This is an optimization exercise on Yosys and OpenROAD, whose aim is small area, not a production implementation. Only simulation tests tie the RTL to the original design; equivalence was not proved. The flow treats the clock pin as an ideal source, which a real chip does not have. Power is estimated from default activity; no workload was simulated.

Setup of job 175:
==> flow/design.v <==
module rca #(parameter W = 12) (
	input  [W-1:0] a,
	input  [W-1:0] b,
	input          ci,
	output [W-1:0] s
);
	wire [W:0] c;
	assign c[0] = ci;
	genvar i;
	generate
		for (i = 0; i < W; i = i + 1) begin : g
			assign s[i] = a[i] ^ b[i] ^ c[i];
			assign c[i+1] = (a[i] & b[i]) | (c[i] & (a[i] ^ b[i]));
		end
	endgenerate
endmodule
module b_ctrl(input clk, input En, output reg [2:0] t, output Vld);
	reg [3:0] f;
	wire p1 = (t == 3'd6);
	always @(posedge clk) begin
		if (!En) begin
			t <= 3'd5;
			f <= 4'd0;
		end else begin
			t <= p1 ? 3'd0 : t + 3'd1;
			if (p1 && !(f[3] & f[0])) f <= f + 4'd1;
		end
	end
	assign Vld = p1 & f[3] & f[0];
endmodule
module b_acc(input clk, input En, input p1, input [19:0] FCW, output reg [19:0] acc);
	reg c10;
	wire [19:0] b = FCW & {20{p1}};
	wire [9:0] lo;
	wire [9:0] hi;
	wire [10:0] cl;
	wire [10:0] ch;
	assign cl[0] = 1'b0;
	assign ch[0] = c10;
	genvar i;
	generate
		for (i = 0; i < 10; i = i + 1) begin : g
			assign lo[i] = acc[i] ^ b[i] ^ cl[i];
			assign cl[i+1] = (acc[i] & b[i]) | (cl[i] & (acc[i] ^ b[i]));
			assign hi[i] = acc[i+10] ^ b[i+10] ^ ch[i];
			assign ch[i+1] = (acc[i+10] & b[i+10]) | (ch[i] & (acc[i+10] ^ b[i+10]));
		end
	endgenerate
	always @(posedge clk) begin
		acc <= {hi, lo} & {20{En}};
		c10 <= cl[10];
	end
endmodule
module b_ang(input clk, input [2:0] t, input [10:0] A0, output sgn);
	reg signed [10:0] A;
	reg [8:0] at;
	wire p1 = (t == 3'd6);
	always @* begin
		case (t)
			3'd0: at = 9'd301;
			3'd1: at = 9'd159;
			3'd2: at = 9'd80;
			3'd3: at = 9'd40;
			3'd4: at = 9'd19;
			default: at = 9'd9;
		endcase
	end
	wire signed [10:0] Ab = p1 ? A0 : A;
	wire signed [10:0] Ac = p1 ? 11'sd511 : {2'b00, at};
	wire [10:0] An;
	rca #(11) u_a (.a(Ab), .b(Ac ^ {11{~Ab[10]}}), .ci(~Ab[10]), .s(An));
	always @(posedge clk) A <= An;
	assign sgn = A[10];
endmodule
module b_lane(input clk, input p1, input sgn, input [1:0] q, output dk, output [1:0] q7, output IS);
	reg [55:0] L;
	always @(posedge clk) L <= {L[54:0], sgn};
	reg [1:0] Q [0:7];
	reg ISr;
	integer j;
	always @(posedge clk) if (p1) begin
		Q[0] <= q;
		for (j = 1; j < 8; j = j + 1) Q[j] <= Q[j-1];
		ISr <= Q[7][1] ^ Q[7][0];
	end
	assign dk = L[55];
	assign q7 = Q[7];
	assign IS = ISr;
endmodule
module b_shr(input [11:0] v, input [2:0] t, output [11:0] o, output st);
	wire [11:0] w = {v[11], v[11:1]};
	wire [11:0] a = t[0] ? {w[11], w[11:1]} : w;
	wire [11:0] b = t[1] ? {{2{a[11]}}, a[11:2]} : a;
	assign o = t[2] ? {{4{b[11]}}, b[11:4]} : b;
	assign st = v[0] | (t[0] & w[0]) | (t[1] & (a[1] | a[0])) | (t[2] & (|b[3:0]));
endmodule
module b_xy(input clk, input [2:0] t, input dk, input [1:0] q7, input IS, output [11:0] Xn, output [11:0] Yn);
	reg [11:0] NX, NY;
	wire [11:0] X = ~NX;
	wire [11:0] Y = ~NY;
	wire [11:0] Xs, Ys;
	wire stX, stY;
	b_shr u_sx(.v(X), .t(t), .o(Xs), .st(stX));
	b_shr u_sy(.v(Y), .t(t), .o(Ys), .st(stY));
	rca #(12) u_x (.a(X), .b(Ys ^ {12{~dk}}), .ci(~dk ^ (IS & stY)), .s(Xn));
	rca #(12) u_y (.a(Y), .b(Xs ^ {12{dk}}), .ci(dk ^ (IS & stX)), .s(Yn));
	wire nx = q7[0] ^ q7[1];
	wire ny = q7[1];
	wire [11:0] X1 = nx ? 12'hB26 : 12'h4DA;
	wire [11:0] Y1 = ny ? 12'hB26 : 12'h4DA;
	always @(posedge clk) begin
		if (t == 3'd6) begin NX <= ~X1; NY <= ~Y1; end
		else begin NX <= ~Xn; NY <= ~Yn; end
	end
endmodule
module b_out(input clk, input p1, input [11:0] Xn, input [11:0] Yn, input selSign, input selXY, output [11:0] Dout);
	reg [11:0] NXo, NYo;
	always @(posedge clk) if (p1) begin
		NXo <= ~(Xn ^ {selSign, 11'd0});
		NYo <= ~(Yn ^ {selSign, 11'd0});
	end
	assign Dout = ~(selXY ? NXo : NYo);
endmodule
module nco(
	input clk,
	input En,
	input [19:0] FCW,
	input selXY,
	input selSign,
	output Vld,
	output [11:0] Dout
);
	wire [2:0] t;
	wire p1 = (t == 3'd6);
	wire [19:0] acc;
	wire sgn, dk;
	wire [1:0] q7;
	wire IS;
	wire [11:0] Xn, Yn;
	b_ctrl u_ctrl(.clk(clk), .En(En), .t(t), .Vld(Vld));
	b_acc u_acc(.clk(clk), .En(En), .p1(p1), .FCW(FCW), .acc(acc));
	b_ang u_ang(.clk(clk), .t(t), .A0({acc[18], acc[17:8]}), .sgn(sgn));
	b_lane u_lane(.clk(clk), .p1(p1), .sgn(sgn), .q(acc[19:18]), .dk(dk), .q7(q7), .IS(IS));
	b_xy u_xy(.clk(clk), .t(t), .dk(dk), .q7(q7), .IS(IS), .Xn(Xn), .Yn(Yn));
	b_out u_out(.clk(clk), .p1(p1), .Xn(Xn), .Yn(Yn), .selSign(selSign), .selXY(selXY), .Dout(Dout));
endmodule
Settings: LEC_CHECK=0, ABC_AREA=1, CAP_MARGIN=20, CORE_MARGIN=2, CORE_UTILIZATION=65, GPL_ROUTABILITY_DRIVEN=0, GPL_TIMING_DRIVEN=0, SLEW_MARGIN=20; clock period 6.0 ns.
standard.sh (not shown) runs the stock make flow with config.mk's settings and CLKGATE_MAP_FILE= SYNTH_SCRIPT=/design/flow/synth_recipe.tcl, a recipe that flattens the netlist after the stock synthesis.
==> flow/flow/run.sh <==
#!/bin/bash
# Standard ORFS layout (the standard.sh) with: port buffers of buf_1, no buffer removal at
# floorplan beyond yosys/abc's own buffers, a clock tree of clkbuf_4 without dummy loads, and a
# POST_CTS hook (flow/post_cts.tcl) that upsizes any clock buffer whose sinks see too slow a slew.
# make's output goes to make.log; each ORFS step keeps its own log under orfs/logs.
set -euo pipefail
here=$(pwd)
bash standard.sh \
  BUFFER_PORTS_ARGS="-buffer_cell sky130_fd_sc_hd__buf_1" \
  CTS_ARGS="-sink_clustering_enable -repair_clock_nets -dont_use_dummy_load -buf_list sky130_fd_sc_hd__clkbuf_4" \
  POST_CTS_TCL="$here/flow/post_cts.tcl" \
  REMOVE_ABC_BUFFERS=1 \
  finish > make.log 2>&1
==> flow/flow/post_cts.tcl <==
estimate_parasitics -placement
set my_upsized 0
foreach inst [get_cells -filter "ref_name == sky130_fd_sc_hd__clkbuf_4"] {
  set outp [get_pins -of_objects $inst -filter "direction == output"]
  set worst 0
  foreach p [get_pins -of_objects [get_nets -of_objects $outp] -filter "direction == input"] {
    set s [get_property $p slew_max]
    if {$s > $worst} { set worst $s }
  }
  if {$worst > 0.115} {
    puts "post_cts: [get_property $inst name] load slew $worst, upsized to clkbuf_8"
    replace_cell $inst sky130_fd_sc_hd__clkbuf_8
    incr my_upsized
  }
}
if {$my_upsized > 0} {
  detailed_placement
  check_placement -verbose
  estimate_parasitics -placement
}
Inputs modified between job 175 and job 2656:
-- flow/config.mk --
<<< job 175, line 9
export CAP_MARGIN = 20
export CORE_MARGIN = 2
export CORE_UTILIZATION = 65
export GPL_ROUTABILITY_DRIVEN = 0
export GPL_TIMING_DRIVEN = 0
export SLEW_MARGIN = 20
>>> job 2656, line 9
export CAP_MARGIN = 20
export CORE_MARGIN = 2
export CORE_UTILIZATION = 55
export GPL_TIMING_DRIVEN = 0
export SLEW_MARGIN = 20
### Flow results
Worst hold slack of job 175 is on par with job 2656. Taking job 175 as the reference, in job 2656 clock transition at the registers of the reported paths level, met3 track demand over resource in global routing moved down, met1 usage moved down. Comparing job 2656 and job 175, total core area is higher on job 2656. [job 2656] area of the die rose 17% relative to job 175. Leakage dissipation deteriorates in job 2656 relative to job 175. Diff job 175 -> job 2656 | relative contribution of combinational cells to total power | decrease of 0.2 points. Compared with job 175, job 2656 ends up with a larger final cell area. [job 2656] data arrival time of the worst path fell 0.13 ns relative to job 175.
Here is what was changed in the inputs of job 9236 compared with job 2656.
-- flow/config.mk --
<<< job 2656, line 9
export CAP_MARGIN = 20
export CORE_MARGIN = 2
export CORE_UTILIZATION = 55
export GPL_TIMING_DRIVEN = 0
export SLEW_MARGIN = 20
>>> job 9236, line 9
export CAP_MARGIN = 20
export CORE_MARGIN = 2
export CORE_UTILIZATION = 65
export GPL_TIMING_DRIVEN = 1
export SLEW_MARGIN = 20
==> comparison <==
- Job 9236 against job 2656: total of fill cells in the finished design decreased by 29% relative to the old numbers; non-clock buffer count went up by about 80%; register cell area after layout held.
- Job 9236: full flow OK, the timing, design-rule and antenna checks passed

## static timing again, ports no longer ideal
How much do the figures lean on ideal ports? The routed layouts below were timed once more, with nothing changed but the port constraints. Step 1 assumes that a clkbuf_16 drives the clock port and a buf_2 every other input. Step 2 moves the port delays by t, midway between the first and last clock arrival at a register: inputs arrive t later, outputs are due t later. That takes back most of the time a late clock gives input paths. a / b / c = ideal ports / drivers / drivers and shift; a / b = the first two.
run	shift t [ns]	setup slack, ns	worst setup path after step 2	clock arrival spread, ns	cell pins on the clock port's net
job 175	0.450	0.095 / 0.095 / 0.095	register to register	0.043 / 0.044	1
job 2656	0.441	0.238 / 0.238 / 0.238	register to register	0.031 / 0.032	1
job 9236	0.457	0.206 / 0.206 / 0.206	register to register	0.035 / 0.035	1
After both steps setup and hold are still met in every run listed.
